Context: an optimization exercise on an open-source flow, tuned for small area, a short achievable clock period and few clock cycles. The choices shown serve that exercise and are no tape-out recipe.
Function was checked by simulation only, so behaviour that the tests miss may differ from the original.

<file path="design/flow/run.sh">
#!/bin/bash
# synth_recipe.tcl (not shown) runs the flow's synth.tcl, then flattens the netlist and writes it again
# the make line also repeats each setting of config.mk as NAME=value (left out here)
make -C /OpenROAD-flow-scripts/flow DESIGN_CONFIG=/design/flow/config.mk WORK_HOME=/design/flow/orfs CLKGATE_MAP_FILE= SYNTH_SCRIPT=/design/flow/synth_recipe.tcl finish
</file>
<file path="design/flow/config.mk">
export PLATFORM = sky130hd
export DESIGN_NAME = sphere_decoder
export DESIGN_NICKNAME = sphere_decoder
export VERILOG_FILES = /design/flow/design.v
export SDC_FILE = /design/flow/constraint.sdc
export NUM_CORES = 4
export LEC_CHECK = 0
export CAP_MARGIN = 20
export CORE_MARGIN = 2
export CORE_UTILIZATION = 40
export SETUP_SLACK_MARGIN = 5
export SLEW_MARGIN = 20
</file>
<file path="design/flow/constraint.sdc">
create_clock -name core_clock -period 10.0 [get_ports {Clk}]
set_input_delay 2.0000 -clock core_clock [delete_from_list [all_inputs] [get_ports {Clk}]]
set_output_delay 2.0000 -clock core_clock [all_outputs]
set_load 0.01 [all_outputs]
</file>
<file path="design/flow/design.v">
`timescale 1ns / 1ps
module sphere_decoder #(
    parameter WI = 10
)(
    input Clk,
    input Reset,
    input in_valid,
    input flagChannelorData,
    input [ (4*2*WI)-1 : 0] InData,
    output [11 : 0] OutData,
    output out_valid
);
    integer i, j, k;
    function [9:0] h10;
        input [9:0] x;
        reg [15:0] xe, s1, c1, s2, c2, t;
        begin
            xe = {{6{x[9]}}, x};
            s1 = xe ^ (xe << 2) ^ (xe << 3);
            c1 = ((xe & (xe << 2)) | (xe & (xe << 3)) | ((xe << 2) & (xe << 3))) << 1;
            s2 = s1 ^ c1 ^ (xe << 5);
            c2 = ((s1 & c1) | (s1 & (xe << 5)) | (c1 & (xe << 5))) << 1;
            t = s2 + c2;
            h10 = t[15:6];
        end
    endfunction
    function le10;
        input [9:0] a, b;
        reg gt;
        integer q;
        begin
            gt = 1'b0;
            for (q = 0; q < 10; q = q + 1)
                gt = (a[q] & ~b[q]) | ((a[q] | ~b[q]) & gt);
            le10 = ~gt;
        end
    endfunction
    reg [1:0]  bc;           
    reg        fresh;        
    reg        run;          
    reg [5:0]  cnt;          
    reg        ov_r;
    wire start = in_valid & ~flagChannelorData & ~run;
    reg [19:0] ch [0:9];
    reg [19:0] zr [0:3];
    always @(posedge Clk) begin
        if (bc == 2'd0) begin
            ch[0] <= InData[19:0];  ch[1] <= InData[39:20];
            ch[2] <= InData[59:40]; ch[3] <= InData[79:60];
        end
        if (bc == 2'd1) begin
            ch[4] <= InData[19:0];  ch[5] <= InData[39:20];
            ch[6] <= InData[59:40]; ch[7] <= InData[79:60];
        end
        if (bc == 2'd2) begin
            ch[8] <= InData[19:0];  ch[9] <= InData[39:20];
        end
        if (!run) begin
            zr[0] <= InData[19:0];  zr[1] <= InData[39:20];
            zr[2] <= InData[59:40]; zr[3] <= InData[79:60];
        end
    end
    reg [3:0] lay;           
    reg       hold_b;        
    reg       a_srt0, a_l0;  
    reg [7:0] pf_sel;        
    reg       d_first, d_hold, d_last;
    reg [9:0] h_sel;         
    reg [3:0] h_slot;        
    reg       h_dsel;        
    wire [5:0] nn = run ? cnt + 6'd1 : (fresh ? 6'd61 : 6'd0);
    wire       nrun = start | (run & (cnt != 6'd34));
    always @(posedge Clk or posedge Reset) begin
        if (Reset) begin
            bc <= 2'd0;
            fresh <= 1'b0;
            run <= 1'b0;
            cnt <= 6'd0;
            ov_r <= 1'b0;
            lay <= 4'b0001;
            hold_b <= 1'b0;
            a_srt0 <= 1'b0;
            a_l0 <= 1'b0;
            pf_sel <= 8'd0;
            d_first <= 1'b0;
            d_hold <= 1'b1;
            d_last <= 1'b0;
            h_sel <= 10'd0;
            h_slot <= 4'd0;
            h_dsel <= 1'b0;
        end else begin
            if (in_valid & flagChannelorData & (bc != 2'd3)) begin
                bc <= bc + 2'd1;
                if (bc == 2'd2)
                    fresh <= 1'b1;
            end
            if (start)
                fresh <= 1'b0;
            run <= nrun;
            if (nrun)
                cnt <= nn;
            else
                cnt <= 6'd0;
            if (start)
                ov_r <= 1'b0;
            else if (run & (cnt == 6'd34))
                ov_r <= 1'b1;
            if (nrun && nn >= 6'd1 && nn <= 6'd11)
                lay <= 4'b0010;
            else if (nrun && nn >= 6'd12 && nn <= 6'd22)
                lay <= 4'b0100;
            else if (nrun && nn >= 6'd23 && nn <= 6'd33)
                lay <= 4'b1000;
            else
                lay <= 4'b0001;
            hold_b <= nrun & (nn >= 6'd61);
            a_srt0 <= nrun & (nn == 6'd2);
            a_l0 <= nrun & ((nn == 6'd13) || (nn == 6'd24));
            pf_sel[0] <= nrun & (nn == 6'd2);
            pf_sel[1] <= nrun & ((nn == 6'd13) || (nn == 6'd24));
            pf_sel[2] <= nrun & ((nn == 6'd3) || (nn == 6'd14) || (nn == 6'd25));
            pf_sel[3] <= nrun & ((nn == 6'd4) || (nn == 6'd15) || (nn == 6'd26));
            pf_sel[4] <= nrun & ((nn == 6'd5) || (nn == 6'd16) || (nn == 6'd27));
            pf_sel[5] <= nrun & ((nn == 6'd6) || (nn == 6'd17) || (nn == 6'd28));
            pf_sel[6] <= nrun & ((nn == 6'd7) || (nn == 6'd18) || (nn == 6'd29));
            pf_sel[7] <= nrun & ((nn == 6'd8) || (nn == 6'd19) || (nn == 6'd30));
            d_first <= nrun & ((nn == 6'd2) || (nn == 6'd5) || (nn == 6'd16) || (nn == 6'd27));
            d_last  <= nrun & ((nn == 6'd2) || (nn == 6'd12) || (nn == 6'd23));
            d_hold  <= ~(nrun & ((nn == 6'd2) || (nn >= 6'd5 && nn <= 6'd12) ||
                                 (nn >= 6'd16 && nn <= 6'd23) || (nn >= 6'd27 && nn <= 6'd34)));
            h_sel[0] <= nrun & (nn == 6'd22);                   
            h_sel[1] <= nrun & (nn == 6'd20);                   
            h_sel[2] <= nrun & (nn == 6'd21);                   
            h_sel[3] <= nrun & (nn == 6'd19);                   
            h_sel[4] <= nrun & (nn == 6'd11);                   
            h_sel[5] <= nrun & (nn == 6'd9);                    
            h_sel[6] <= nrun & (nn == 6'd10);                   
            h_sel[7] <= nrun & (nn == 6'd0);                    
            h_sel[8] <= nrun & ((nn == 6'd61) || (nn == 6'd31));  
            h_sel[9] <= nrun & ((nn == 6'd62) || (nn == 6'd32));  
            h_dsel <= nrun & ((nn == 6'd22) || (nn == 6'd11) || (nn == 6'd0) ||
                              (nn == 6'd62) || (nn == 6'd32));
            h_slot[0] <= |{h_sel[0], h_sel[4], h_sel[7], h_sel[9]};
            h_slot[1] <= |{h_sel[1], h_sel[5], h_sel[8]};
            h_slot[2] <= |{h_sel[2], h_sel[6]};
            h_slot[3] <= h_sel[3];
        end
    end
    assign out_valid = ov_r;
    reg [19:0] hin;
    always @(*) begin
        hin = 20'd0;
        for (i = 0; i < 10; i = i + 1)
            hin = hin | ({20{h_sel[i]}} & ch[i]);
    end
    reg [9:0] ha_r, hb_r;
    always @(posedge Clk) begin
        ha_r <= h10(hin[19:10]);
        hb_r <= h10(hin[9:0]);
    end
    wire [9:0] hu = ha_r - hb_r;
    wire [9:0] hv = ha_r + hb_r;
    reg [9:0] ru [0:3];
    reg [9:0] rv [0:3];
    reg [19:0] rdg;          
    always @(posedge Clk) begin
        if (h_dsel)
            rdg <= hin;
        for (i = 0; i < 4; i = i + 1)
            if (h_slot[i]) begin
                ru[i] <= hu;
                rv[i] <= hv;
            end
    end
    reg [19:0] r1, r2, r3, zl;
    always @(*) begin
        r1 = ({20{lay[1]}} & ch[8]) | ({20{lay[2]}} & ch[5]) | ({20{lay[3]}} & ch[1]);
        r2 = ({20{lay[2]}} & ch[6]) | ({20{lay[3]}} & ch[2]);
        r3 = ({20{lay[3]}} & ch[3]);
        zl = ({20{lay[0]}} & zr[3]) | ({20{lay[1]}} & zr[2]) |
             ({20{lay[2]}} & zr[1]) | ({20{lay[3]}} & zr[0]);
    end
    reg [21:0] L [0:7];
    reg [18:0] S [0:3];
    reg [12:0] srt [0:7];
    reg [8:0]  path_d;
    reg [18:0] pf_in, parf;
    always @(*) begin
        pf_in = ({19{pf_sel[0]}} & {srt[1][12:3], 6'd0, srt[1][2:0]}) |
                ({19{pf_sel[1]}} & {L[1][21:12], L[1][8:0]}) |
                ({19{pf_sel[2]}} & {L[2][21:12], L[2][8:0]}) |
                ({19{pf_sel[3]}} & {L[3][21:12], L[3][8:0]});
        for (i = 0; i < 4; i = i + 1)
            pf_in = pf_in | ({19{pf_sel[4+i]}} & S[i]);
    end
    always @(posedge Clk)
        parf <= pf_in;
    reg [18:0] par;
    always @(*) begin
        if (a_srt0)
            par = {srt[0][12:3], 6'd0, srt[0][2:0]};
        else if (a_l0)
            par = {L[0][21:12], L[0][8:0]};
        else
            par = parf;
    end
    wire [2:0] act = {lay[3], lay[3] | lay[2], lay[3] | lay[2] | lay[1]};
    reg [9:0] tre [1:3];
    reg [9:0] tim [1:3];
    reg [3:1] nre, nim;
    reg [2:0] s;
    reg [19:0] rs;
    reg c0, c1, c2, c3;
    always @(*) begin
        for (k = 1; k <= 3; k = k + 1) begin
            s = par[3*k-1 -: 3];
            rs = (k == 1) ? r1 : (k == 2) ? r2 : r3;
            c0 = act[k-1] & ((s == 3'd0) | (s == 3'd6));
            c1 = act[k-1] & ((s == 3'd1) | (s == 3'd7));
            c2 = act[k-1] & ((s == 3'd2) | (s == 3'd4));
            c3 = act[k-1] & ((s == 3'd3) | (s == 3'd5));
            nre[k] = act[k-1] & s[2];
            nim[k] = act[k-1] & s[1];
            tre[k] = (({10{c0}} & ru[k]) | ({10{c1}} & rs[19:10]) |
                      ({10{c2}} & rs[9:0]) | ({10{c3}} & rv[k])) ^ {10{nre[k]}};
            tim[k] = (({10{c0}} & rv[k]) | ({10{c1}} & rs[9:0]) |
                      ({10{c2}} & rs[19:10]) | ({10{c3}} & ru[k])) ^ {10{nim[k]}};
        end
    end
    function [9:0] add4;
        input [9:0] z, t1, t2, t3;
        input n1, n2, n3;
        reg [9:0] s1, cy1, s2, cy2;
        begin
            s1 = z ^ t1 ^ t2;
            cy1 = {((z & t1) | (z & t2) | (t1 & t2)), 1'b0} | {9'd0, n1};
            s2 = s1 ^ cy1 ^ t3;
            cy2 = {((s1 & cy1) | (s1 & t3) | (cy1 & t3)), 1'b0} | {9'd0, n2};
            add4 = s2 + cy2 + n3;
        end
    endfunction
    wire [9:0] ba_re = add4(zl[19:10], tre[1], tre[2], tre[3], nre[1], nre[2], nre[3]);
    wire [9:0] ba_im = add4(zl[9:0], tim[1], tim[2], tim[3], nim[1], nim[2], nim[3]);
    reg [19:0] b_r;
    reg [9:0]  p_r;
    reg [8:0]  path_b;
    always @(posedge Clk) begin
        if (!run)
            b_r <= InData[79:60];
        else if (!hold_b)
            b_r <= {ba_re, ba_im};
        if (!run || hold_b)
            p_r <= 10'd0;
        else
            p_r <= par[18:9];
        path_b <= par[8:0];
    end
    wire [9:0] da = rdg[19:10], db = rdg[9:0], du = ru[0], dv = rv[0];
    wire [9:0] bre = b_r[19:10], bim = b_r[9:0];
    wire [9:0] er [0:7];
    wire [9:0] ei [0:7];
    assign er[0] = bre + du;  assign ei[0] = bim + dv;
    assign er[1] = bre + da;  assign ei[1] = bim + db;
    assign er[2] = bre + db;  assign ei[2] = bim - da;
    assign er[3] = bre + dv;  assign ei[3] = bim - du;
    assign er[4] = bre - db;  assign ei[4] = bim + da;
    assign er[5] = bre - dv;  assign ei[5] = bim + du;
    assign er[6] = bre - du;  assign ei[6] = bim - dv;
    assign er[7] = bre - da;  assign ei[7] = bim - db;
    function [9:0] ped3;
        input [9:0] p, x, y;
        reg [9:0] xa, ya, s1, cy;
        begin
            xa = x ^ {10{x[9]}};
            ya = y ^ {10{y[9]}};
            s1 = p ^ xa ^ ya;
            cy = {((p & xa) | (p & ya) | (xa & ya)), 1'b0} | {9'd0, x[9]};
            ped3 = s1 + cy + y[9];
        end
    endfunction
    reg [9:0] ped [0:7];
    reg [8:0] path_c;
    always @(posedge Clk) begin
        for (k = 0; k < 8; k = k + 1)
            ped[k] <= ped3(p_r, er[k], ei[k]);
        path_c <= path_b;
    end
    reg [27:0] cw;           
    reg [6:0] bits [0:7];
    reg [2:0] rank [0:7];
    reg [12:0] so [0:7];
    reg fs1, fc1, fs2, fc2, fs3, fc3;
    integer q;
    always @(*) begin
        q = 0;
        for (k = 0; k < 8; k = k + 1)
            bits[k] = 7'd0;
        for (j = 0; j < 8; j = j + 1)
            for (k = j + 1; k < 8; k = k + 1) begin
                cw[q] = le10(ped[j], ped[k]);
                bits[k][j] = cw[q];
                bits[j][k-1] = ~cw[q];
                q = q + 1;
            end
        for (k = 0; k < 8; k = k + 1) begin
            fs1 = bits[k][0] ^ bits[k][1] ^ bits[k][2];
            fc1 = (bits[k][0] & bits[k][1]) | (bits[k][0] & bits[k][2]) | (bits[k][1] & bits[k][2]);
            fs2 = bits[k][3] ^ bits[k][4] ^ bits[k][5];
            fc2 = (bits[k][3] & bits[k][4]) | (bits[k][3] & bits[k][5]) | (bits[k][4] & bits[k][5]);
            fs3 = fs1 ^ fs2 ^ bits[k][6];
            fc3 = (fs1 & fs2) | (fs1 & bits[k][6]) | (fs2 & bits[k][6]);
            rank[k] = {(fc1 & fc2) | (fc1 & fc3) | (fc2 & fc3), fc1 ^ fc2 ^ fc3, fs3};
        end
        for (i = 0; i < 8; i = i + 1) begin
            so[i] = 13'd0;
            for (k = 0; k < 8; k = k + 1)
                so[i] = so[i] | ({13{rank[k] == i}} & {ped[k], k[2:0]});
        end
    end
    always @(posedge Clk) begin
        for (i = 0; i < 8; i = i + 1)
            srt[i] <= so[i];
        path_d <= path_c;
    end
    reg [63:0] c;
    reg [21:0] mo [0:7];
    reg [21:0] nb;
    reg selA, selB;
    always @(*) begin
        c = 64'd0;
        for (j = 0; j < 8; j = j + 1)
            for (k = 0; k < 8; k = k + 1)
                if (j + k <= 7)
                    c[8*j+k] = d_hold | (~d_first & le10(L[j][21:12], srt[k][12:3]));
        for (i = 0; i < 8; i = i + 1) begin
            mo[i] = 22'd0;
            for (j = 0; j <= i; j = j + 1) begin
                if (i == j)
                    selA = c[8*j];
                else
                    selA = c[8*j+i-j] & ~c[8*j+i-j-1];
                mo[i] = mo[i] | ({22{selA}} & L[j]);
            end
            for (k = 0; k <= i; k = k + 1) begin
                if (i == k)
                    selB = ~c[k];
                else
                    selB = ~c[8*(i-k)+k] & c[8*(i-k-1)+k];
                nb = {srt[k][12:3], path_d, srt[k][2:0]};
                mo[i] = mo[i] | ({22{selB}} & nb);
            end
        end
    end
    always @(posedge Clk) begin
        for (i = 0; i < 8; i = i + 1)
            L[i] <= mo[i];
        if (d_last)
            for (i = 0; i < 4; i = i + 1)
                S[i] <= {mo[i+4][21:12], mo[i+4][8:0]};
    end
    assign OutData = {L[0][2:0], L[0][5:3], L[0][8:6], L[0][11:9]};
endmodule
</file>
==> results of run 1 <==
==> cell families after synthesis <==
group,synth area share [%]
xor gates and xnor gates,6.26
AOI/OAI and AO/OA,24.6
buffers and inverters,6.06
and+or+nand+nor,10.9
DFF,36.4
adders and majority gates,15.0
muxes,0.740
==> cell usage in the layout (no fill, tap or decap), drive strengths merged, types with 58 or more instances in the layout <==
cell / netlist / final
nor2b: 99 / 99
o21ai: 180 / 180
nand2b: 88 / 88
inv: 459 / 462
clkinv: 11 / 58
xnor2: 373 / 374
nand2: 475 / 475
a22o: 134 / 134
a21oi: 325 / 325
dfxtp: 393 / 393
a221oi: 134 / 134
a222oi: 196 / 196
xor2: 94 / 97
clkdlybuf4s50: 0 / 96
nand4: 123 / 123
clkbuf: 502 / 147
a22oi: 524 / 524
fa: 208 / 208
maj3: 229 / 229
a21o: 71 / 71
nand3: 121 / 121
buf: 59 / 776
edfxtp: 494 / 494
a211oi: 88 / 88
o21bai: 93 / 93
nor2: 317 / 319
ha: 267 / 267
==> per-stage QoR <==
stage	area (um^2)	std cells	setup slack, ns
floorplan	66700	6799	4.51
global placement	69900	8736	3.50
detailed placement	69900	8736	3.54
CTS	79100	9358	4.21
global route	81700	9514	4.03
finish	81700	9516	4.10
==> flip-flops by register name, summed over array words and instances, names as in the netlist, 8 cells and up, named ones only <==
register and flops:
srt 104, S 76, ch 200, b_r 20
rv 39, ru 37, ped 80, path_d 9
pf_sel 8, h_sel 10, rdg 20, zr 80
p_r 10, parf 19, hb_r 10, path_b 9
L 133, path_c 9, ha_r 10
==> final cells by class <==
cell class,count,area share [%]
multi-input combinational,4856,50.9
clock buffer,142,3.69
tap,2175,3.33
sequential,929,29.2
clock inverter,58,0.844
timing repair inverter,3,0.0398
antenna,3,0.00919
timing repair buffer,880,9.77
inverter,470,2.19
==> timing repair <==
action	4_1_cts	5_1_grt
setup endpoints to repair	241	233
pin swaps	308	279
gates cloned	21	9
resized for setup	433	278
setup buffers	401	145
==> per-layer routing <==
metal | vias up | GRT usage, % | share of wire (%)
met5 | - | 0 | 0.047
met1 | 31621 | 45.9 | 36
li1 | 26493 | - | -
met2 | 5345 | 54.7 | 41
met3 | 1563 | 13.1 | 14
met4 | 20 | 26.4 | 8.9
==> path summary, 6_finish.rpt <==
| kind | startpoint | to | cells after the start |
|---|---|---|---|
| max in group asynchronous | Reset | d_last | 2 |
| setup / recovery | ped[1][0] | srt[3][10] | 24 |
| hold reg to reg | path_c[6] | path_d[6] | 0 |
| hold / removal | path_c[6] | path_d[6] | 0 |
| min in group asynchronous | Reset | cnt[1] | 2 |
| setup reg to reg | ped[1][0] | srt[3][10] | 24 |
==> notes.md, run 1 <==
* CTS hold repair buffers at 0
* Relative max-transition margin at 14.3%
* Row count at 148
* Number of global-route vias before repair at 61815
* Clk buf depth at 3
* Status: no timing/DRC/antenna violations
* Worst setup SP type: flop
* Die W at 408 um
* Cell variety after synth at 88
* Multi-input gate area at 41600 um^2
* Req. time, crit path at 10.70 ns
* Die footprint at 167000 um^2
* Most Frequent Cell on Critical Path: maj3_2
* Final core utilization at 50.3%
* Crit Path Class: flop to flop
* First-pass GRT wire length at 454000 um
* Critical Path Fanout Max at 6
* WL/cell at 34.8 um
* Endpoint type of the worst setup path: flop
* Slowest CP cell: fa_2
* Area Overhead vs Synth at 25.1%
* Via density at 6.84
* Core Region at 162000 um^2
* Most common cell in the netlist: a22oi_1
* Clock Sink Count at 929
* CP top delay family: adder cells
* Syn Inst Count at 6799
* Post-synth EDFFs at 494
* TritonCTS clock tree: yes
* Detailed Route Iter0 Violations at 12071
* Synthesized flop and latch total at 929
* Final GP Congestion at 1.03
* Root Buffer: clkbuf_16
* I/O Buffers at 96
* Initial antenna violation count at 18
* Unrepaired setup endpoints after global routing: yes
* CTS HTree Levels at 3
* Max-slew violation count at 0
* Max Cap Viol at 0
* Initial Util at 40.2%
* Ys flop type: edfxtp_1
* Synthesized area at 65300 um^2
* Tcrit/Tclk final at 59.0%
* Post-Syn Area per Cell at 9.61 um^2
* Seq/Total Area, Yosys at 36.4%
* Synth cell count leaders: a22oi_1, clkbuf_1, edfxtp_1
* FF+latch area at 23900 um^2
* Num CTS Buffers at 106
* Fmax at 169 MHz
* Die H at 408 um
* Max stage delay on crit path at 0.57 ns
* WP data arrival at 6.60 ns
* Setup TNS at 0 ns
* Post-synth top area cell: edfxtp_1
* Global route total overflow at 0
* Detailed-route wire length at 331000 um
* Half-perimeter wire length after placement at 213000 um
* Crit-path cells: buf_12 -> buf_4 -> buf_12 -> buf_6 -> a21boi_2 -> o31ai_2 -> maj3_2 -> maj3_2 -> maj3_2 -> maj3_2 -> maj3_2 -> maj3_2 -> maj3_2 -> buf_4 -> fa_1 -> fa_2 -> fa_2 -> buf_6 -> buf_6 -> buf_6 -> nand2_4 -> nor2_4 -> a22oi_1 -> nand4_1
* R2r setup slk at 4.10 ns
* Clk_skew at 0.0910 ns
* Worst-Skew Late Latency at 0.80 ns
* DRT antenna net count at 0
* Yosys warning count at 15
* Hold_ws at 0.317 ns
* Reg clk slew, reported paths at 0.07 ns
* Final nets at 7805
* # fillers at 14595
* Layout cells sized above 1 at 23.7%
* Min-delay worst type: flop to flop
* Final setup viols at 0
* Minimum clock period at 5.90 ns
* Final hold violation count at 0
* DRC violations left at 0
* Syn nets at 7358
* Worst slew pin tran at 1.28 ns
* # IOs at 97
* Share of flip-flops with an asynchronous set or reset at 4.52%
* Worst path buffer plus inverter count at 8
* Pre-antenna DRT Iters at 16
* Top-area cell type share of the netlist area at 22.7%
* Via Count at 65042
* Largest net degree at the start of global routing at 69
* Top cells by area, synth: edfxtp_1, dfxtp_1, fa_1
* GRT Util Overall at 37.4%
Testbench counts, summed over its fixed seeds: cycles 13,872.
==> run 2: changes to the inputs <==
--- a/design/flow/config.mk
+++ b/design/flow/config.mk
@@ -9,4 +9,3 @@
 export CORE_MARGIN = 2
 export CORE_UTILIZATION = 40
-export SETUP_SLACK_MARGIN = 5
 export SLEW_MARGIN = 20
==> run 2 against run 1 <==
First-iteration DRC count shrank 14%. Sequential share of layout area increased by 3.3 points. Wire length is 4.9% lower. Critical path type unchanged. Critical endpoint is now srt[2][8].
==> notes.md, run 2 <==
* Status: no timing/DRC/antenna violations
* Top-area cell type share of the netlist area at 22.7% (unchanged)
* Seq/Total Area, Yosys at 36.4% (unchanged)
* Crit Reg-Reg Startpoint: ped[0][0]
* Worst Hold Launch: path_b[7]
* Core Region at 162000 um^2 (unchanged)
* Largest net degree at the start of global routing at 70 (+1.4%)
* Syn nets at 7358 (unchanged)
* Initial Util at 40.2% (unchanged)
* Via Count at 60999 (-6.2%)
* CTS HTree Levels at 3 (unchanged)
* Min-delay worst type: flop to flop
* Detailed Route Iter0 Violations at 10422 (-14%)
* M1 WL at 118000 um (-1.1%)
* Initial antenna violation count at 12 (-6)
* Fmax at 140 MHz (-17%)
* Clock Sink Count at 929 (unchanged)
* Post-synth EDFFs at 494 (unchanged)
* Half-perimeter wire length after placement at 219000 um (+2.6%)
* Hold endpoint: path_c[7]
* DR top layer: met5
* Detailed-route wire length at 315000 um (-4.9%)
* Critical Path Fanout Max at 18 (+12)
* Synthesized flop and latch total at 929 (unchanged)
* Metal3 WL at 37700 um (-16%)
* WL/cell at 35.0 um (+0.71%)
* Final hold violation count at 0 (unchanged)
* Largest register FFs at 200 (unchanged)
* Unrepaired setup endpoints after global routing: no
* Relative max-transition margin at 6.91% (-7.4 points)
* Post-CTS setup buffers at 0 (-100%)
* WL met2 at 133000 um (-3.1%)
* Share of flip-flops with an asynchronous set or reset at 4.52% (unchanged)
* Post_cts resized at 0 (-100%)
* GRT Util Overall at 36.5% (-0.99 points)
* FF-to-FF path depth at 18 (-25%)
* CP top delay family: adder cells
* Endpoint type of the worst setup path: flop
* Commonest cells after routing, fill and taps aside: a22oi_1, edfxtp_1, nand2_1
* Worst setup SP type: flop
* WP data arrival at 7.78 ns (+1.18 ns)
* First-pass GRT wire length at 441000 um (-2.9%)
* Final GP Congestion at 1.04 (+1.4%)
* Req. time, crit path at 10.65 ns (-0.05 ns)
* Minimum clock period at 7.13 ns (+1.23 ns)
* # fillers at 15442 (+5.8%)
* Yosys warning count at 15 (unchanged)
* DRC violations left at 0 (unchanged)
* Global route total overflow at 0 (unchanged)
* Synth cell count leaders: a22oi_1, clkbuf_1, edfxtp_1
* Crit-path cells: inv_1 -> o21ai_1 -> a31oi_1 -> maj3_1 -> maj3_1 -> maj3_1 -> maj3_1 -> maj3_1 -> maj3_2 -> maj3_1 -> fa_1 -> inv_1 -> fa_1 -> fa_1 -> nor3b_2 -> a22o_1 -> a221oi_1 -> nand3_1
* Worst slew pin tran at 1.39 ns (+0.104 ns)
* Die footprint at 167000 um^2 (unchanged)
* Cell variety after synth at 88 (unchanged)
* Synthesized area at 65300 um^2 (unchanged)
* Max Cap Viol at 0 (unchanged)
* Slowest CP cell: nor3b_2
* Ys flop type: edfxtp_1
* DRT antenna net count at 0 (unchanged)
* Max-slew violation count at 0 (unchanged)
* Root Buffer: clkbuf_16
* Reg clk slew, reported paths at 0.06 ns (about the same)
* Post-synth top area cell: edfxtp_1
* # IOs at 97 (unchanged)
* TritonCTS clock tree: yes
* Num CTS Buffers at 105 (-0.94%)
* I/O Buffers at 96 (unchanged)
* Worst-Skew Late Latency at 0.82 ns (+0.02 ns)
* Syn Inst Count at 6799 (unchanged)
* Clk buf depth at 3 (unchanged)
* RR Endpoint: srt[2][8]
* Die W at 408 um (unchanged)
* Most Frequent Cell on Critical Path: maj3_1
* Row count at 148 (unchanged)
* Largest register by flop count: ch
* Commonest non-fill, non-tap cell in the layout: a22oi_1
* Via density at 6.79 (-0.65%)
* Crit Path Class: flop to flop
* Area Overhead vs Synth at 11.8%
* Die H at 408 um (unchanged)
* Number of global-route vias before repair at 58888 (-4.7%)
* Hold Crit Depth at 0 (unchanged)
* Top flop regs: ch: 200 flops, L: 133 flops, srt: 104 flops
* Final setup viols at 0 (unchanged)
* Post-Syn Area per Cell at 9.61 um^2 (unchanged)
* Layout cells sized above 1 at 8.64% (-15 points)
* Final nets at 7272 (-6.8%)
* Top cells by area, synth: edfxtp_1, dfxtp_1, fa_1
* Setup TNS at 0 ns (unchanged)
* R2r setup slk at 2.87 ns (-1.23 ns)
* Most common cell in the netlist: a22oi_1
* Max stage delay on crit path at 1.00 ns (+0.43 ns)
* Clk_skew at 0.140 ns (+0.0489 ns)
* CTS hold repair buffers at 0 (unchanged)
* Worst path buffer plus inverter count at 2 (-6)
* Tcrit/Tclk final at 71.3% (+12 points)
* Pre-antenna DRT Iters at 12 (-4)
run 2: routing by layer:
layer,vias to the layer above,global-route usage [%]
met2,4657,54.8
li1,25369,-
met4,12,23.4
met3,1273,10.9
met1,29688,45.4
met5,-,0.201
run 2: cells by family (layout without fill, tap and decap cells):
logic type / Yosys count / after routing / synth area share (%)
AO/OA/AOI/OAI: 2165 / 2165 / 24.6
AND/OR/NAND/NOR: 1460 / 1460 / 10.9
buffers and inverters: 1031 / 1035 / 6.06
flip-flops: 929 / 929 / 36.4
adder cells (fa/ha/maj): 704 / 704 / 15.0
XOR/XNOR: 467 / 467 / 6.26
multiplexers: 43 / 43 / 0.740
other: 0 / 5 / 0
run 2: worst max path at each step:
| stage | slack, ns | cells after the start | startpoint | to |
|---|---|---|---|---|
| global route | 2.65 | 18 | ped[2][0] | srt[0][11] |
| CTS | 3.01 | 18 | ped[2][2] | srt[0][7] |
| detailed placement | 3.01 | 15 | ped[6][1] | srt[5][0] |
| global placement | 2.99 | 18 | ped[0][0] | srt[2][8] |
| finish | 2.87 | 18 | ped[0][0] | srt[2][8] |
| floorplan | 4.05 | 20 | ped[3][0] | srt[2][8] |
run 2: cell type report:
type	count	area [um^2]	area share, %
multi-input combinational	4839	38000	52.1
sequential	929	23800	32.5
inverter	470	1770	2.42
antenna	5	12.5	0.0171
timing repair buffer	368	3000	4.11
tap	2175	2720	3.73
clock inverter	64	892	1.22
clock buffer	133	2850	3.90
run 2: stage by stage:
stage,hold slack (ns),utilization (%),area (um^2),setup WS [ns],instances
floorplan,0.310,-,65300,4.05,6799
global placement,0.310,42.6,69200,2.99,8778
detailed placement,0.314,42.6,69200,3.01,8779
CTS,0.329,44.9,73000,3.01,8976
global route,0.330,45.0,73000,2.65,8978
finish,0.326,45.0,73000,2.87,8983
==> run 3: changes to the inputs <==
--- a/design/flow/design.v
+++ b/design/flow/design.v
@@ -27,11 +27,21 @@
     function le10;
         input [9:0] a, b;
-        reg gt;
+        reg [9:0] g, e;
+        reg [4:0] g1, e1;
+        reg [2:0] g2, e2;
+        reg gg, eg;
         integer q;
         begin
-            gt = 1'b0;
-            for (q = 0; q < 10; q = q + 1)
-                gt = (a[q] & ~b[q]) | ((a[q] | ~b[q]) & gt);
-            le10 = ~gt;
+            g = a & ~b;
+            e = ~(a ^ b);
+            for (q = 0; q < 5; q = q + 1) begin
+                g1[q] = g[2*q+1] | (e[2*q+1] & g[2*q]);
+                e1[q] = e[2*q+1] & e[2*q];
+            end
+            g2[0] = g1[1] | (e1[1] & g1[0]);  e2[0] = e1[1] & e1[0];
+            g2[1] = g1[3] | (e1[3] & g1[2]);  e2[1] = e1[3] & e1[2];
+            g2[2] = g1[4];                    e2[2] = e1[4];
+            gg = g2[1] | (e2[1] & g2[0]);     eg = e2[1] & e2[0];
+            le10 = ~(g2[2] | (e2[2] & gg));
         end
     endfunction
@@ -69,4 +79,5 @@
     reg [3:0] h_slot;        
     reg       h_dsel;        
+    reg       h_clr;         
     wire [5:0] nn = run ? cnt + 6'd1 : (fresh ? 6'd61 : 6'd0);
     wire       nrun = start | (run & (cnt != 6'd34));
@@ -89,4 +100,5 @@
             h_slot <= 4'd0;
             h_dsel <= 1'b0;
+            h_clr <= 1'b0;
         end else begin
             if (in_valid & flagChannelorData & (bc != 2'd3)) begin
@@ -121,5 +133,5 @@
             pf_sel[2] <= nrun & ((nn == 6'd3) || (nn == 6'd14) || (nn == 6'd25));
             pf_sel[3] <= nrun & ((nn == 6'd4) || (nn == 6'd15) || (nn == 6'd26));
-            pf_sel[4] <= nrun & ((nn == 6'd5) || (nn == 6'd16) || (nn == 6'd27));
+            pf_sel[4] <= nrun & ((nn == 6'd5) || (nn == 6'd16) || (nn == 6'd27));  
             pf_sel[5] <= nrun & ((nn == 6'd6) || (nn == 6'd17) || (nn == 6'd28));
             pf_sel[6] <= nrun & ((nn == 6'd7) || (nn == 6'd18) || (nn == 6'd29));
@@ -143,6 +155,7 @@
             h_slot[0] <= |{h_sel[0], h_sel[4], h_sel[7], h_sel[9]};
             h_slot[1] <= |{h_sel[1], h_sel[5], h_sel[8]};
-            h_slot[2] <= |{h_sel[2], h_sel[6]};
-            h_slot[3] <= h_sel[3];
+            h_slot[2] <= |{h_sel[2], h_sel[6], h_clr};
+            h_slot[3] <= h_sel[3] | h_clr;
+            h_clr <= nrun & ((nn == 6'd63) || (nn == 6'd33));
         end
     end
@@ -182,5 +195,5 @@
     end
     reg [21:0] L [0:7];
-    reg [18:0] S [0:3];
+    reg [18:0] S [0:2];
     reg [12:0] srt [0:7];
     reg [8:0]  path_d;
@@ -190,7 +203,8 @@
                 ({19{pf_sel[1]}} & {L[1][21:12], L[1][8:0]}) |
                 ({19{pf_sel[2]}} & {L[2][21:12], L[2][8:0]}) |
-                ({19{pf_sel[3]}} & {L[3][21:12], L[3][8:0]});
-        for (i = 0; i < 4; i = i + 1)
-            pf_in = pf_in | ({19{pf_sel[4+i]}} & S[i]);
+                ({19{pf_sel[3]}} & {L[3][21:12], L[3][8:0]}) |
+                ({19{pf_sel[4]}} & {L[4][21:12], L[4][8:0]});
+        for (i = 0; i < 3; i = i + 1)
+            pf_in = pf_in | ({19{pf_sel[5+i]}} & S[i]);
     end
     always @(posedge Clk)
@@ -205,5 +219,4 @@
             par = parf;
     end
-    wire [2:0] act = {lay[3], lay[3] | lay[2], lay[3] | lay[2] | lay[1]};
     reg [9:0] tre [1:3];
     reg [9:0] tim [1:3];
@@ -211,19 +224,21 @@
     reg [2:0] s;
     reg [19:0] rs;
-    reg c0, c1, c2, c3;
+    reg [1:0] cl;
+    reg [9:0] xr, xi;
     always @(*) begin
         for (k = 1; k <= 3; k = k + 1) begin
             s = par[3*k-1 -: 3];
             rs = (k == 1) ? r1 : (k == 2) ? r2 : r3;
-            c0 = act[k-1] & ((s == 3'd0) | (s == 3'd6));
-            c1 = act[k-1] & ((s == 3'd1) | (s == 3'd7));
-            c2 = act[k-1] & ((s == 3'd2) | (s == 3'd4));
-            c3 = act[k-1] & ((s == 3'd3) | (s == 3'd5));
-            nre[k] = act[k-1] & s[2];
-            nim[k] = act[k-1] & s[1];
-            tre[k] = (({10{c0}} & ru[k]) | ({10{c1}} & rs[19:10]) |
-                      ({10{c2}} & rs[9:0]) | ({10{c3}} & rv[k])) ^ {10{nre[k]}};
-            tim[k] = (({10{c0}} & rv[k]) | ({10{c1}} & rs[9:0]) |
-                      ({10{c2}} & rs[19:10]) | ({10{c3}} & ru[k])) ^ {10{nim[k]}};
+            cl = {s[2] ^ s[1], s[0]};
+            case (cl)
+                2'd0: begin xr = ru[k];      xi = rv[k];      end
+                2'd1: begin xr = rs[19:10];  xi = rs[9:0];    end
+                2'd2: begin xr = rs[9:0];    xi = rs[19:10];  end
+                default: begin xr = rv[k];   xi = ru[k];      end
+            endcase
+            nre[k] = s[2];
+            nim[k] = s[1];
+            tre[k] = xr ^ {10{nre[k]}};
+            tim[k] = xi ^ {10{nim[k]}};
         end
     end
@@ -232,4 +247,5 @@
         input n1, n2, n3;
         reg [9:0] s1, cy1, s2, cy2;
+        reg [10:0] t;
         begin
             s1 = z ^ t1 ^ t2;
@@ -237,5 +253,6 @@
             s2 = s1 ^ cy1 ^ t3;
             cy2 = {((s1 & cy1) | (s1 & t3) | (cy1 & t3)), 1'b0} | {9'd0, n2};
-            add4 = s2 + cy2 + n3;
+            t = {s2, 1'b1} + {cy2, n3};
+            add4 = t[10:1];
         end
     endfunction
@@ -246,8 +263,6 @@
     reg [8:0]  path_b;
     always @(posedge Clk) begin
-        if (!run)
-            b_r <= InData[79:60];
-        else if (!hold_b)
-            b_r <= {ba_re, ba_im};
+        b_r <= ({20{~run}} & InData[79:60]) | ({20{hold_b}} & zr[3]) |
+               ({20{run & ~hold_b}} & {ba_re, ba_im});
         if (!run || hold_b)
             p_r <= 10'd0;
@@ -271,4 +286,5 @@
         input [9:0] p, x, y;
         reg [9:0] xa, ya, s1, cy;
+        reg [10:0] t;
         begin
             xa = x ^ {10{x[9]}};
@@ -276,5 +292,6 @@
             s1 = p ^ xa ^ ya;
             cy = {((p & xa) | (p & ya) | (xa & ya)), 1'b0} | {9'd0, x[9]};
-            ped3 = s1 + cy + y[9];
+            t = {s1, 1'b1} + {cy, y[9]};
+            ped3 = t[10:1];
         end
     endfunction
@@ -288,7 +305,8 @@
     reg [27:0] cw;           
     reg [6:0] bits [0:7];
-    reg [2:0] rank [0:7];
+    reg [6:0] t;
+    reg [7:0] oh [0:7];
+    reg tx;
     reg [12:0] so [0:7];
-    reg fs1, fc1, fs2, fc2, fs3, fc3;
     integer q;
     always @(*) begin
@@ -304,16 +322,20 @@
             end
         for (k = 0; k < 8; k = k + 1) begin
-            fs1 = bits[k][0] ^ bits[k][1] ^ bits[k][2];
-            fc1 = (bits[k][0] & bits[k][1]) | (bits[k][0] & bits[k][2]) | (bits[k][1] & bits[k][2]);
-            fs2 = bits[k][3] ^ bits[k][4] ^ bits[k][5];
-            fc2 = (bits[k][3] & bits[k][4]) | (bits[k][3] & bits[k][5]) | (bits[k][4] & bits[k][5]);
-            fs3 = fs1 ^ fs2 ^ bits[k][6];
-            fc3 = (fs1 & fs2) | (fs1 & bits[k][6]) | (fs2 & bits[k][6]);
-            rank[k] = {(fc1 & fc2) | (fc1 & fc3) | (fc2 & fc3), fc1 ^ fc2 ^ fc3, fs3};
+            t = bits[k];
+            tx = t[0] & t[6]; t[6] = t[0] | t[6]; t[0] = tx; tx = t[2] & t[3]; t[3] = t[2] | t[3]; t[2] = tx; tx = t[4] & t[5]; t[5] = t[4] | t[5]; t[4] = tx;
+            tx = t[0] & t[2]; t[2] = t[0] | t[2]; t[0] = tx; tx = t[1] & t[4]; t[4] = t[1] | t[4]; t[1] = tx; tx = t[3] & t[6]; t[6] = t[3] | t[6]; t[3] = tx;
+            tx = t[0] & t[1]; t[1] = t[0] | t[1]; t[0] = tx; tx = t[2] & t[5]; t[5] = t[2] | t[5]; t[2] = tx; tx = t[3] & t[4]; t[4] = t[3] | t[4]; t[3] = tx;
+            tx = t[1] & t[2]; t[2] = t[1] | t[2]; t[1] = tx; tx = t[4] & t[6]; t[6] = t[4] | t[6]; t[4] = tx;
+            tx = t[2] & t[3]; t[3] = t[2] | t[3]; t[2] = tx; tx = t[4] & t[5]; t[5] = t[4] | t[5]; t[4] = tx;
+            tx = t[1] & t[2]; t[2] = t[1] | t[2]; t[1] = tx; tx = t[3] & t[4]; t[4] = t[3] | t[4]; t[3] = tx; tx = t[5] & t[6]; t[6] = t[5] | t[6]; t[5] = tx;
+            oh[k][0] = ~t[6];
+            for (i = 1; i < 7; i = i + 1)
+                oh[k][i] = t[7-i] & ~t[6-i];
+            oh[k][7] = t[0];
         end
         for (i = 0; i < 8; i = i + 1) begin
             so[i] = 13'd0;
             for (k = 0; k < 8; k = k + 1)
-                so[i] = so[i] | ({13{rank[k] == i}} & {ped[k], k[2:0]});
+                so[i] = so[i] | ({13{oh[k][i]}} & {ped[k], k[2:0]});
         end
     end
@@ -356,6 +378,6 @@
             L[i] <= mo[i];
         if (d_last)
-            for (i = 0; i < 4; i = i + 1)
-                S[i] <= {mo[i+4][21:12], mo[i+4][8:0]};
+            for (i = 0; i < 3; i = i + 1)
+                S[i] <= {mo[i+5][21:12], mo[i+5][8:0]};
     end
     assign OutData = {L[0][2:0], L[0][5:3], L[0][8:6], L[0][11:9]};
--- a/design/flow/config.mk
+++ b/design/flow/config.mk
@@ -8,4 +8,5 @@
 export CAP_MARGIN = 20
 export CORE_MARGIN = 2
-export CORE_UTILIZATION = 40
+export CORE_UTILIZATION = 25
+export SETUP_SLACK_MARGIN = 5
 export SLEW_MARGIN = 20
==> run 3 against run 2 <==
Sequential share of layout area is 4.8 points lower. Sequential cell count is 18 lower. First-iteration DRC count is 1.3% higher. Clock skew is 0.089 ns lower. Count of clock-buffer cells in the layout is 10 lower. Register-to-register slack better by 2.0 ns. Worst setup slack better by 2.0 ns. Via count is 11% higher. Cell area is 14% higher. Synthesized cell count is 9.6% higher.
==> notes.md, run 3 <==
* Req. time, crit path at 10.59 ns (-0.06 ns)
* Grt met2 use at 34.0% (-21 points)
* Fmax at 196 MHz (+39%)
* Layout cells sized above 1 at 11.4% (+2.8 points)
* Final setup viols at 0 (unchanged)
* Post-synth EDFFs at 455 (-7.9%)
* Worst slew pin tran at 1.34 ns (-0.0456 ns)
* Num CTS Buffers at 101 (-3.8%)
* Core Region at 283000 um^2 (+74%)
* Via density at 5.94 (-13%)
* Initial Util at 25.2% (-15 points)
* Largest register FFs at 200 (unchanged)
* Post-synth top area cell: edfxtp_1
* Share of flip-flops with an asynchronous set or reset at 4.72% (+0.20 points)
* Slowest CP cell: nor3_1
* Worst path buffer plus inverter count at 3 (+1)
* CP top delay family: simple AND/OR/NAND/NOR gates
* Synthesized area at 71100 um^2 (+8.8%)
* Busiest layer in global routing: met2
* Half-perimeter wire length after placement at 241000 um (+10%)
* Synth cell count leaders: ha_1, a22oi_1, inv_1
* TritonCTS clock tree: yes
* Reg clk slew, reported paths at 0.06 ns (about the same)
* Final core utilization at 29.5% (-16 points)
* First-pass GRT wire length at 478000 um (+8.3%)
* Via Count at 67573 (+11%)
* WL/cell at 30.1 um (-14%)
* Largest net degree at the start of global routing at 83 (+19%)
* Endpoint type of the worst setup path: flop
* Clk_skew at 0.0513 ns (-0.0886 ns)
* Most common cell in the netlist: ha_1
* Yosys warning count at 15 (unchanged)
* Commonest cells after routing, fill and taps aside: ha_1, a22oi_1, inv_1
* GRT Util Overall at 22.7% (-14 points)
* Seq/Total Area, Yosys at 32.4% (-4.0 points)
* Met1 usage at 29.5% (-16 points)
* Detailed-route wire length at 343000 um (+8.9%)
* Critical Path Fanout Max at 21 (+3)
* Max stage delay on crit path at 0.91 ns (-0.09 ns)
* Clock Sink Count at 911 (-1.9%)
* Post-Syn Area per Cell at 9.54 um^2 (-0.67%)
* Ys flop type: edfxtp_1
* Die footprint at 289000 um^2 (+73%)
* Row count at 195 (+32%)
* Number of global-route vias before repair at 64908 (+10%)
* DRC violations left at 0 (unchanged)
* Pre-antenna DRT Iters at 12 (unchanged)
* Min-delay worst type: flop to flop
* Synthesized flop and latch total at 911 (-1.9%)
* WP data arrival at 5.70 ns (-2.08 ns)
* I/O Buffers at 96 (unchanged)
* Worst setup SP type: flop
* Relative max-transition margin at 9.57% (+2.7 points)
* Area Overhead vs Synth at 17.1%
* Cell variety after synth at 92 (+4.5%)
* Met3 usage at 6.69% (-4.2 points)
* Top-area cell type share of the netlist area at 19.2% (-3.5 points)
* Setup TNS at 0 ns (unchanged)
* Top flop regs: ch: 200 flops, L: 133 flops, srt: 104 flops
* Final GP Congestion at 1.02 (-2.5%)
* Clk buf depth at 3 (unchanged)
* Initial antenna violation count at 35 (+23)
* Syn nets at 8600 (+17%)
* Detailed Route Iter0 Violations at 10553 (+1.3%)
* Die W at 537 um (+32%)
* Unrepaired setup endpoints after global routing: yes
* Status: no timing/DRC/antenna violations
* Crit-path cells: inv_1 -> ha_1 -> o21ai_0 -> a21oi_1 -> o221ai_1 -> a21oi_1 -> o21ai_1 -> buf_4 -> and3b_1 -> buf_4 -> or3_1 -> nor3_1 -> o211ai_1
* Final hold violation count at 0 (unchanged)
* Crit Path Class: flop to flop
* Die H at 537 um (+32%)
* Top cells by area, synth: edfxtp_1, ha_1, dfxtp_1
* Commonest non-fill, non-tap cell in the layout: ha_1
* Global route total overflow at 0 (unchanged)
* Largest register by flop count: ch
* CTS HTree Levels at 3 (unchanged)
* Max-slew violation count at 0 (unchanged)
* Worst-Skew Late Latency at 0.78 ns (-0.04 ns)
* DRT antenna net count at 0 (unchanged)
* Final nets at 8679 (+19%)
* Minimum clock period at 5.11 ns (-2.02 ns)
* Syn Inst Count at 7450 (+9.6%)
* Tcrit/Tclk final at 51.1% (-20 points)
* Max Cap Viol at 0 (unchanged)
* # IOs at 97 (unchanged)
* Root Buffer: clkbuf_16
==> run 3: layer usage <==
metal | up-vias | wire [um] | part of all wire, %
li1 | 28440 | - | -
met1 | 33111 | 137000 | 40
met4 | 24 | 20300 | 5.9
met2 | 4796 | 144000 | 42
met3 | 1202 | 40800 | 12
met5 | - | 166 | 0.048
==> run 3: final timing paths <==
check	to	slack (ns)	cells after the start	startpoint
worst max-delay path	L[4][8]	4.89	13	srt[0][8]
worst min-delay path	path_c[2]	0.33	0	path_b[2]
worst max register to register	L[4][8]	4.89	13	srt[0][8]
worst min register to register	path_c[2]	0.33	0	path_b[2]
max in group asynchronous	lay[2]	7.67	2	Reset
min in group asynchronous	pf_sel[6]	1.74	2	Reset
==> run 3: what timing repair did <==
item,CTS,global route
gates resized for setup,134,179
buffers inserted,58,71
endpoints found under the setup margin,134,159
hold buffers,0,0
gates cloned,10,9
pin swaps,37,79
endpoints found under the hold margin,0,0
==> run 3: through the flow <==
stage          worst slack [ns]  instances  instance area (um^2)  hold WS [ns]
6_report                   4.89      11380                 83200         0.328
3_3_place_gp               3.68      11020                 76900         0.311
3_5_place_dp               3.70      11020                 76900         0.312
2_1_floorplan              4.83       7450                 71200         0.310
4_1_cts                    4.97      11278                 81700         0.327
5_1_grt                    4.87      11364                 83200         0.329
==> run 3: cell families (layout without fill, tap and decap cells) <==
| family | after synthesis | count (layout) | synth area share (%) |
|---|---|---|---|
| buffers and inverters | 963 | 1124 | 5.17 |
| AO/OA/AOI/OAI | 2315 | 2317 | 23.6 |
| multiplexers | 29 | 29 | 0.451 |
| XOR/XNOR | 456 | 456 | 5.70 |
| flip-flops | 911 | 911 | 32.4 |
| other | 0 | 21 | 0 |
| AND/OR/NAND/NOR | 1704 | 1707 | 12.1 |
| adder cells (fa/ha/maj) | 1072 | 1072 | 20.6 |
==> run 3: area by class of cell <==
class	count	area, um^2
Antenna cell	21	52.6
Clock buffer	123	2730
Clock inverter	67	932
Fill cell	29206	199000
Inverter	473	1830
Multi-Input combinational cell	5581	45800
Sequential cell	911	23100
Tap cell	3743	4680
Timing Repair Buffer	458	4070
Timing Repair inverter	3	23.8
==> run 3: worst register-to-register path: cells and delay by family, from the launching register on <==
kind	cells	cell delay, ns
fa+ha+maj	1	0.45
simple gates	3	1.54
flops	1	0.86
compound gates	6	0.91
buf+inv	3	1.20
Testbench counts of run 3, summed over its fixed seeds: cycles 13,872.
==> run 4: changes to the inputs <==
--- a/design/flow/design.v
+++ b/design/flow/design.v
@@ -27,21 +27,21 @@
     function le10;
         input [9:0] a, b;
-        reg [9:0] g, e;
-        reg [4:0] g1, e1;
-        reg [2:0] g2, e2;
-        reg gg, eg;
+        reg [9:0] g, l;
+        reg [4:0] g1, l1;
+        reg [2:0] g2, l2;
+        reg gg;
         integer q;
         begin
             g = a & ~b;
-            e = ~(a ^ b);
+            l = ~a & b;
             for (q = 0; q < 5; q = q + 1) begin
-                g1[q] = g[2*q+1] | (e[2*q+1] & g[2*q]);
-                e1[q] = e[2*q+1] & e[2*q];
+                g1[q] = g[2*q+1] | (~l[2*q+1] & g[2*q]);
+                l1[q] = l[2*q+1] | (~g[2*q+1] & l[2*q]);
             end
-            g2[0] = g1[1] | (e1[1] & g1[0]);  e2[0] = e1[1] & e1[0];
-            g2[1] = g1[3] | (e1[3] & g1[2]);  e2[1] = e1[3] & e1[2];
-            g2[2] = g1[4];                    e2[2] = e1[4];
-            gg = g2[1] | (e2[1] & g2[0]);     eg = e2[1] & e2[0];
-            le10 = ~(g2[2] | (e2[2] & gg));
+            g2[0] = g1[1] | (~l1[1] & g1[0]);  l2[0] = l1[1] | (~g1[1] & l1[0]);
+            g2[1] = g1[3] | (~l1[3] & g1[2]);  l2[1] = l1[3] | (~g1[3] & l1[2]);
+            g2[2] = g1[4];                     l2[2] = l1[4];
+            gg = g2[1] | (~l2[1] & g2[0]);
+            le10 = ~(g2[2] | (~l2[2] & gg));
         end
     endfunction
--- a/design/flow/config.mk
+++ b/design/flow/config.mk
@@ -8,5 +8,6 @@
 export CAP_MARGIN = 20
 export CORE_MARGIN = 2
-export CORE_UTILIZATION = 25
+export CORE_UTILIZATION = 30
+export PLACE_DENSITY = 0.45
 export SETUP_SLACK_MARGIN = 5
 export SLEW_MARGIN = 20
==> run 4 against run 3 <==
The layout now fails its checks (capacitance limit, slew limit). Largest cell class unchanged. Clock skew up 0.029 ns. Global-route usage increased by 6.5 points. Die area decreased by 19%. Sequential share of layout area up 1.0 points.
==> notes.md, run 4 <==
* Yosys warning count at 15 (unchanged)
* Initial Util at 30.1% (+5.0 points)
* Via Count at 68443 (+1.3%)
* Synth Area in Adders at 12.8% (-7.8 points)
* Max Cap Viol at 1 (+1)
* Area Overhead vs Synth at 16.1%
* Top-area cell type share of the netlist area at 19.8% (+0.54 points)
* Via density at 6.30 (+6.1%)
* Tcrit/Tclk final at 50.4% (-0.77 points)
* I/O Buffers at 96 (unchanged)
* Die footprint at 234000 um^2 (-19%)
* Commonest non-fill, non-tap cell in the layout: nand2_1
* Reg clk slew, reported paths at 0.06 ns (about the same)
* Number of global-route vias before repair at 64097 (-1.2%)
* Minimum clock period at 5.04 ns (-0.0771 ns)
* Post-synth top area cell: edfxtp_1
* FF-to-FF path depth at 8 (-5)
* Critical Path Fanout Max at 16 (-24%)
* Req. time, crit path at 10.51 ns (-0.08 ns)
* Most common cell in the netlist: nand2_1
* CTS hold repair buffers at 0 (unchanged)
* Post-synth EDFFs at 455 (unchanged)
* Post-synthesis compound-gate area fraction at 27.0% (+3.5 points)
* Setup TNS at 0 ns (unchanged)
* R2r setup slk at 4.96 ns (+0.08 ns)
* Blocking Checks: capacitance limit, slew limit
* TritonCTS clock tree: yes
* Top cells by area, synth: edfxtp_1, dfxtp_1, a22oi_1
* Layout cells sized above 1 at 12.5% (+1.1 points)
* Hold endpoint: path_c[2]
* Synth Area in XOR/XNOR at 5.61% (-0.083 points)
* Clock Sink Count at 911 (unchanged)
* Detailed Route Iter0 Violations at 10465 (-0.83%)
* Die H at 484 um (-9.9%)
* Global route total overflow at 0 (unchanged)
* Worst-Skew Late Latency at 0.79 ns (about the same)
* Final nets at 8318 (-4.2%)
* Synthesized flop and latch total at 911 (unchanged)
* GRT Util Overall at 29.2% (+6.5 points)
* Min-delay worst type: flop to flop
* Synthesized area at 69100 um^2 (-2.8%)
* Final hold violation count at 0 (unchanged)
* Die W at 484 um (-9.9%)
* Mux contribution to synthesized area at 0.300% (-0.15 points)
* Detailed-route wire length at 362000 um (+5.7%)
* Half-perimeter wire length after placement at 249000 um (+3.1%)
* Cell variety after synth at 103 (+12%)
* Max-slew violation count at 1 (+1)
* Largest register by flop count: ch
* Root Buffer: clkbuf_16
* WP data arrival at 5.54 ns (-0.16 ns)
* Worst setup SP type: flop
* DRC violations left at 0 (unchanged)
* Final GP Congestion at 1.02 (about the same)
* Top flop regs: ch: 200 flops, L: 133 flops, srt: 104 flops
* Status: failed layout checks
* # IOs at 97 (unchanged)
* Num CTS Buffers at 107 (+5.9%)
* Seq/Total Area, Yosys at 33.3% (+0.92 points)
* Clk_skew at 0.0799 ns (+0.0286 ns)
* Syn nets at 8317 (-3.3%)
* Worst slew pin tran at 1.49 ns (+0.152 ns)
* CTS HTree Levels at 3 (unchanged)
* Share of flip-flops with an asynchronous set or reset at 4.72% (unchanged)
* DRT antenna net count at 0 (unchanged)
* First-pass GRT wire length at 498000 um (+4.2%)
* Unrepaired setup endpoints after global routing: yes
* Commonest cells after routing, fill and taps aside: nand2_1, a22oi_1, inv_1
* Initial antenna violation count at 18 (-49%)
* Core Region at 229000 um^2 (-19%)
* Row count at 176 (-9.7%)
* Synth cell count leaders: nand2_1, a22oi_1, clkbuf_1
* Post-Syn Area per Cell at 8.93 um^2 (-6.4%)
* Area post-placement at 73600 um^2 (-4.3%)
* Hold Crit Depth at 0 (unchanged)
* Simple-gate portion of the synthesized area at 14.4% (+2.2 points)
* Largest net degree at the start of global routing at 59 (-29%)
* RR Endpoint: S[2][4]
* Largest register FFs at 200 (unchanged)
* Worst Hold Launch: path_b[2]
* Pre-antenna DRT Iters at 13 (+1)
* Ys flop type: edfxtp_1
* Crit Path Class: flop to flop
* Fmax at 199 MHz (+1.5%)
* Syn Inst Count at 7744 (+3.9%)
* Crit Reg-Reg Startpoint: d_first
* Clk buf depth at 3 (unchanged)
* Largest family of logic cells by synthesized area: compound AO/OA/AOI/OAI gates
* Relative max-transition margin at -0.675% (-10 points)
* Final setup viols at 0 (unchanged)
* Endpoint type of the worst setup path: flop
* Final instance area at 80300 um^2 (-3.6%)
* WL/cell at 33.3 um (+11%)
[run 4: area by class of cell]
class                      count  area [um^2]
fill                       23456       149000
inverter                     531         2080
multi-input combinational   5658        43000
timing repair inverter         3         23.8
antenna                        4         10.0
clock inverter                61          815
sequential                   911        23100
clock buffer                 140         2910
timing repair buffer         533         4580
tap                         3026         3790
[run 4: worst max path at each step]
stage / start / to / slack, ns / cells after the start
6_report: d_first / S[2][4] / 4.96 / 8
5_1_grt: rdg[11] / ped[7][9] / 4.92 / 25
2_1_floorplan: rdg[1] / ped[4][9] / 4.93 / 25
3_5_place_dp: pf_sel[1] / b_r[19] / 3.67 / 22
3_3_place_gp: pf_sel[1] / b_r[19] / 3.67 / 23
4_1_cts: pf_sel[1] / b_r[19] / 4.88 / 22
[run 4: timing repair]
action	4_1_cts	5_1_grt
resized for setup	162	207
gates cloned	9	6
buffers inserted	67	102
endpoints found under the hold margin	0	0
pin swaps	32	84
endpoints found under the setup margin	134	146
[run 4: stage by stage]
| step | worst slack (ns) | util [%] | hold WS (ns) | cells |
|---|---|---|---|---|
| finish | 4.96 | 35.0 | 0.318 | 10867 |
| global route | 4.92 | 35.0 | 0.326 | 10863 |
| CTS | 4.88 | 34.2 | 0.324 | 10755 |
| detailed placement | 3.67 | 32.1 | 0.312 | 10478 |
| global placement | 3.67 | 32.1 | 0.311 | 10477 |
| floorplan | 4.93 | - | 0.310 | 7744 |
[run 4: critical path: stages (launching register included)]
cell and delay, ns:
dfrtp_1 0.37, buf_4 0.27, clkinv_1 0.71, nand2_1 1.15, a2111oi_2 0.04, buf_4 0.28
or4_1 0.69, or4_1 0.78, a221o_1 0.42
[run 4: logic make-up after synthesis]
group	after synthesis
DFF	911
muxes	18
AOI/OAI and AO/OA	2545
xor gates and xnor gates	443
and+or+nand+nor	2011
buffers and inverters	1180
adders and majority gates	636
[run 4: layer usage]
layer / up-vias / GRT usage, % / wire, um
met2: 4674 / 45.3 / 158000
li1: 29076 / - / -
met3: 1175 / 7.14 / 37800
met1: 33504 / 37.3 / 143000
met4: 14 / 15.5 / 23700
met5: - / 0 / 95
Testbench counts of run 4, summed over its fixed seeds: cycles 13,872.
==> run 5: changes to the inputs <==
--- a/design/flow/design.v
+++ b/design/flow/design.v
@@ -194,5 +194,12 @@
              ({20{lay[2]}} & zr[1]) | ({20{lay[3]}} & zr[0]);
     end
+    reg [21:0] L0;
+    reg [18:0] Lr [1:7];
     reg [21:0] L [0:7];
+    always @(*) begin
+        L[0] = L0;
+        for (i = 1; i < 8; i = i + 1)
+            L[i] = {Lr[i][18:9], 3'd0, Lr[i][8:0]};
+    end
     reg [18:0] S [0:2];
     reg [12:0] srt [0:7];
@@ -375,6 +382,7 @@
     end
     always @(posedge Clk) begin
-        for (i = 0; i < 8; i = i + 1)
-            L[i] <= mo[i];
+        L0 <= mo[0];
+        for (i = 1; i < 8; i = i + 1)
+            Lr[i] <= {mo[i][21:12], mo[i][8:0]};
         if (d_last)
             for (i = 0; i < 3; i = i + 1)
--- a/design/flow/config.mk
+++ b/design/flow/config.mk
@@ -8,6 +8,5 @@
 export CAP_MARGIN = 20
 export CORE_MARGIN = 2
-export CORE_UTILIZATION = 30
-export PLACE_DENSITY = 0.45
+export CORE_UTILIZATION = 25
 export SETUP_SLACK_MARGIN = 5
 export SLEW_MARGIN = 20
==> run 5 against run 4 <==
The run now finishes clean. Synthesized area hardly changed. Cell count rose by 5.9%. Cell area rose by 0.14%. Maximum frequency decreased by 1.2%.
==> notes.md, run 5 <==
* TritonCTS clock tree: yes
* Clock Sink Count at 911 (unchanged)
* Num CTS Buffers at 98 (-8.4%)
* Fmax at 196 MHz (-1.2%)
* Relative max-transition margin at 10.5% (+11 points)
* CTS hold repair buffers at 0 (unchanged)
* Clk buf depth at 3 (unchanged)
* Area Overhead vs Synth at 16.3%
* Crit-path cells: inv_1 -> nor4_1 -> a211oi_1 -> nand2_1 -> a21oi_1 -> and4_1 -> a22oi_1 -> o211ai_1 -> a2111oi_1 -> nand3_1
* Syn nets at 8288 (-0.35%)
* Core Region at 276000 um^2 (+20%)
* Reg clk slew, reported paths at 0.07 ns (about the same)
* Die W at 530 um (+9.5%)
* WP data arrival at 5.57 ns (+0.03 ns)
* Top-area cell type share of the netlist area at 19.8% (about the same)
* Largest register FFs at 200 (unchanged)
* Via Count at 70430 (+2.9%)
* # IOs at 97 (unchanged)
* Commonest cells after routing, fill and taps aside: nand2_1, a22oi_1, inv_1
* Die H at 530 um (+9.5%)
* Post-Syn Area per Cell at 8.96 um^2 (+0.38%)
* Yosys warning count at 16 (+1)
* Die footprint at 281000 um^2 (+20%)
* Minimum clock period at 5.10 ns (+0.0606 ns)
* Area post-placement at 74200 um^2 (+0.76%)
* Half-perimeter wire length after placement at 242000 um (-2.6%)
* CTS HTree Levels at 3 (unchanged)
* First-pass GRT wire length at 489000 um (-1.7%)
* Worst slew pin tran at 1.34 ns (-0.153 ns)
* Layout Cells excl Fill at 11503 (+5.9%)
* Max-slew violation count at 0 (-1)
* Final GP Congestion at 1.07 (+5.0%)
* Post-synth top area cell: edfxtp_1
* Commonest non-fill, non-tap cell in the layout: nand2_1
* Critical Path Fanout Max at 14 (-2)
* Layout cells sized above 1 at 12.5% (-0.027 points)
* Root Buffer: clkbuf_16
* Cell variety after synth at 115 (+12%)
* Top flop regs: ch: 200 flops, Lr: 133 flops, srt: 104 flops
* Ys flop type: edfxtp_1
* Req. time, crit path at 10.47 ns (-0.04 ns)
* Number of global-route vias before repair at 65283 (+1.9%)
* Initial Util at 25.1% (-5.1 points)
* Syn Inst Count at 7716 (-0.36%)
* DRC violations left at 0 (unchanged)
* Post-synth EDFFs at 455 (unchanged)
* Worst setup SP type: flop
* Detailed-route wire length at 352000 um (-2.9%)
* Final hold violation count at 0 (unchanged)
* Top cells by area, synth: edfxtp_1, dfxtp_1, a22oi_1
* Worst-Skew Late Latency at 0.79 ns (about the same)
* Via density at 6.12 (-2.8%)
* CP top delay family: compound AO/OA/AOI/OAI gates
* Worst Hold Launch: path_c[0]
* Largest net degree at the start of global routing at 68 (+15%)
* Synth cell count leaders: nand2_1, a22oi_1, inv_1
* Setup TNS at 0 ns (unchanged)
* I/O Buffers at 96 (unchanged)
* Final core utilization at 29.2% (-5.8 points)
* Max Cap Viol at 0 (-1)
* Unrepaired setup endpoints after global routing: yes
* Final setup viols at 0 (unchanged)
* Largest register by flop count: ch
* Row count at 193 (+9.7%)
* Pre-antenna DRT Iters at 13 (unchanged)
* DRT antenna net count at 0 (unchanged)
* Share of flip-flops with an asynchronous set or reset at 4.72% (unchanged)
* Status: no timing/DRC/antenna violations
* Crit Path Class: flop to flop
* Min-delay worst type: flop to flop
* Global route total overflow at 0 (unchanged)
* WL/cell at 30.6 um (-8.3%)
* Max stage delay on crit path at 0.84 ns (-0.31 ns)
* Endpoint type of the worst setup path: flop
* Tcrit/Tclk final at 51.0% (+0.61 points)
* Seq/Total Area, Yosys at 33.3% (about the same)
* Worst path buffer plus inverter count at 1 (-2)
* Detailed Route Iter0 Violations at 13004 (+24%)
* Placed cell count at 11121 (+6.1%)
* Final instance area at 80400 um^2 (+0.14%)
* Most common cell in the netlist: nand2_1
* Synthesized area at 69100 um^2 (about the same)
* GRT Util Overall at 23.8% (-5.4 points)
* Synthesized flop and latch total at 911 (unchanged)
* Slowest CP cell: edfxtp_1
* Final nets at 8269 (-0.59%)
* Initial antenna violation count at 25 (+7)
* Clk_skew at 0.112 ns (+0.0318 ns)
[run 5: cell count changes after synthesis, moves of 24 or more]
cell       delta
a32oi_1      +42
buf_2        +29
a2111oi_0    +24
nor2_1       +57
a222oi_1     -34
nand3_1      -26
nand2_1      -57
clkbuf_1     -48
nand4_1      +33
o211ai_1     +28
[run 5: per-layer routing]
| metal | vias up | wire length [um] | track usage (%) |
|---|---|---|---|
| met5 | - | 86 | 0 |
| met4 | 14 | 23400 | 11.2 |
| met3 | 1571 | 47200 | 8.07 |
| met2 | 5920 | 144000 | 35.0 |
| met1 | 33975 | 137000 | 30.9 |
| li1 | 28950 | - | - |
[run 5: worst paths after layout]
path                        endpoint  slack (ns)  cells past startpoint
max in group asynchronous     lay[2]        7.53                      2
setup / recovery            S[2][17]        4.90                     10
hold / removal             path_d[0]        0.32                      0
hold reg to reg            path_d[0]        0.32                      0
setup reg to reg            S[2][17]        4.90                     10
min in group asynchronous       ov_r        1.79                      2
[run 5: logic make-up after synthesis]
logic type | after synthesis | synth area share [%]
XOR/XNOR | 443 | 5.62
adder cells (fa/ha/maj) | 627 | 12.7
buffers and inverters | 1166 | 6.62
multiplexers | 28 | 0.443
AO/OA/AOI/OAI | 2570 | 27.4
flip-flops | 911 | 33.3
AND/OR/NAND/NOR | 1971 | 14.0
[run 5: metrics by stage]
step | setup slack [ns] | hold slack (ns)
floorplan | 5.01 | 0.310
global placement | 3.80 | 0.312
detailed placement | 3.75 | 0.312
CTS | 4.81 | 0.326
global route | 4.73 | 0.329
finish | 4.90 | 0.322
[run 5: timing repair]
item | CTS | global route
cloned | 7 | 3
setup buffers | 78 | 91
resized for setup | 144 | 220
pin swaps | 39 | 114
endpoints found under the setup margin | 160 | 149
[run 5: cell type report]
cell class	count	area, um^2
Fill cell	28888	195000
Multi-Input combinational cell	5640	42700
Sequential cell	911	23100
Tap cell	3705	4640
Timing Repair Buffer	512	4430
Clock buffer	116	2570
Inverter	532	2090
Clock inverter	69	792
Antenna cell	16	40.0
Timing Repair inverter	2	15.0
Testbench counts of run 5, summed over its fixed seeds: cycles 13,872.

-- re-timing with driven ports --
The flow's constraints put no driver on any port. The routed layouts listed below were extracted and timed again, unchanged, in two steps.
Step 1 (the two cells are an assumption about what drives the block):
set clk [get_ports {Clk}]
set_driving_cell -lib_cell sky130_fd_sc_hd__clkbuf_16 $clk
set_driving_cell -lib_cell sky130_fd_sc_hd__buf_2 [delete_from_list [all_inputs] $clk]
Step 2, shift: input delay + t, output delay - t, t = (earliest + latest rising clock arrival at the registers) / 2. This alone moves slack from input paths to output paths.
a / b / c = no drivers / after step 1 / after step 2; a / b = the first two.
| run | t (ns) | slack for setup (ns) | worst register clock-pin slew, ns |
|---|---|---|---|
| run 1 | 0.842 | 4.096 / 4.096 / 4.096 | 0.07 / 0.07 |
| run 2 | 0.828 | 2.869 / 2.869 / 2.869 | 0.08 / 0.08 |
| run 3 | 0.834 | 4.886 / 4.886 / 4.886 | 0.08 / 0.08 |
| run 4 | 0.855 | 4.963 / 4.963 / 4.963 | 0.07 / 0.07 |
| run 5 | 0.819 | 4.903 / 4.903 / 4.903 | 0.08 / 0.08 |
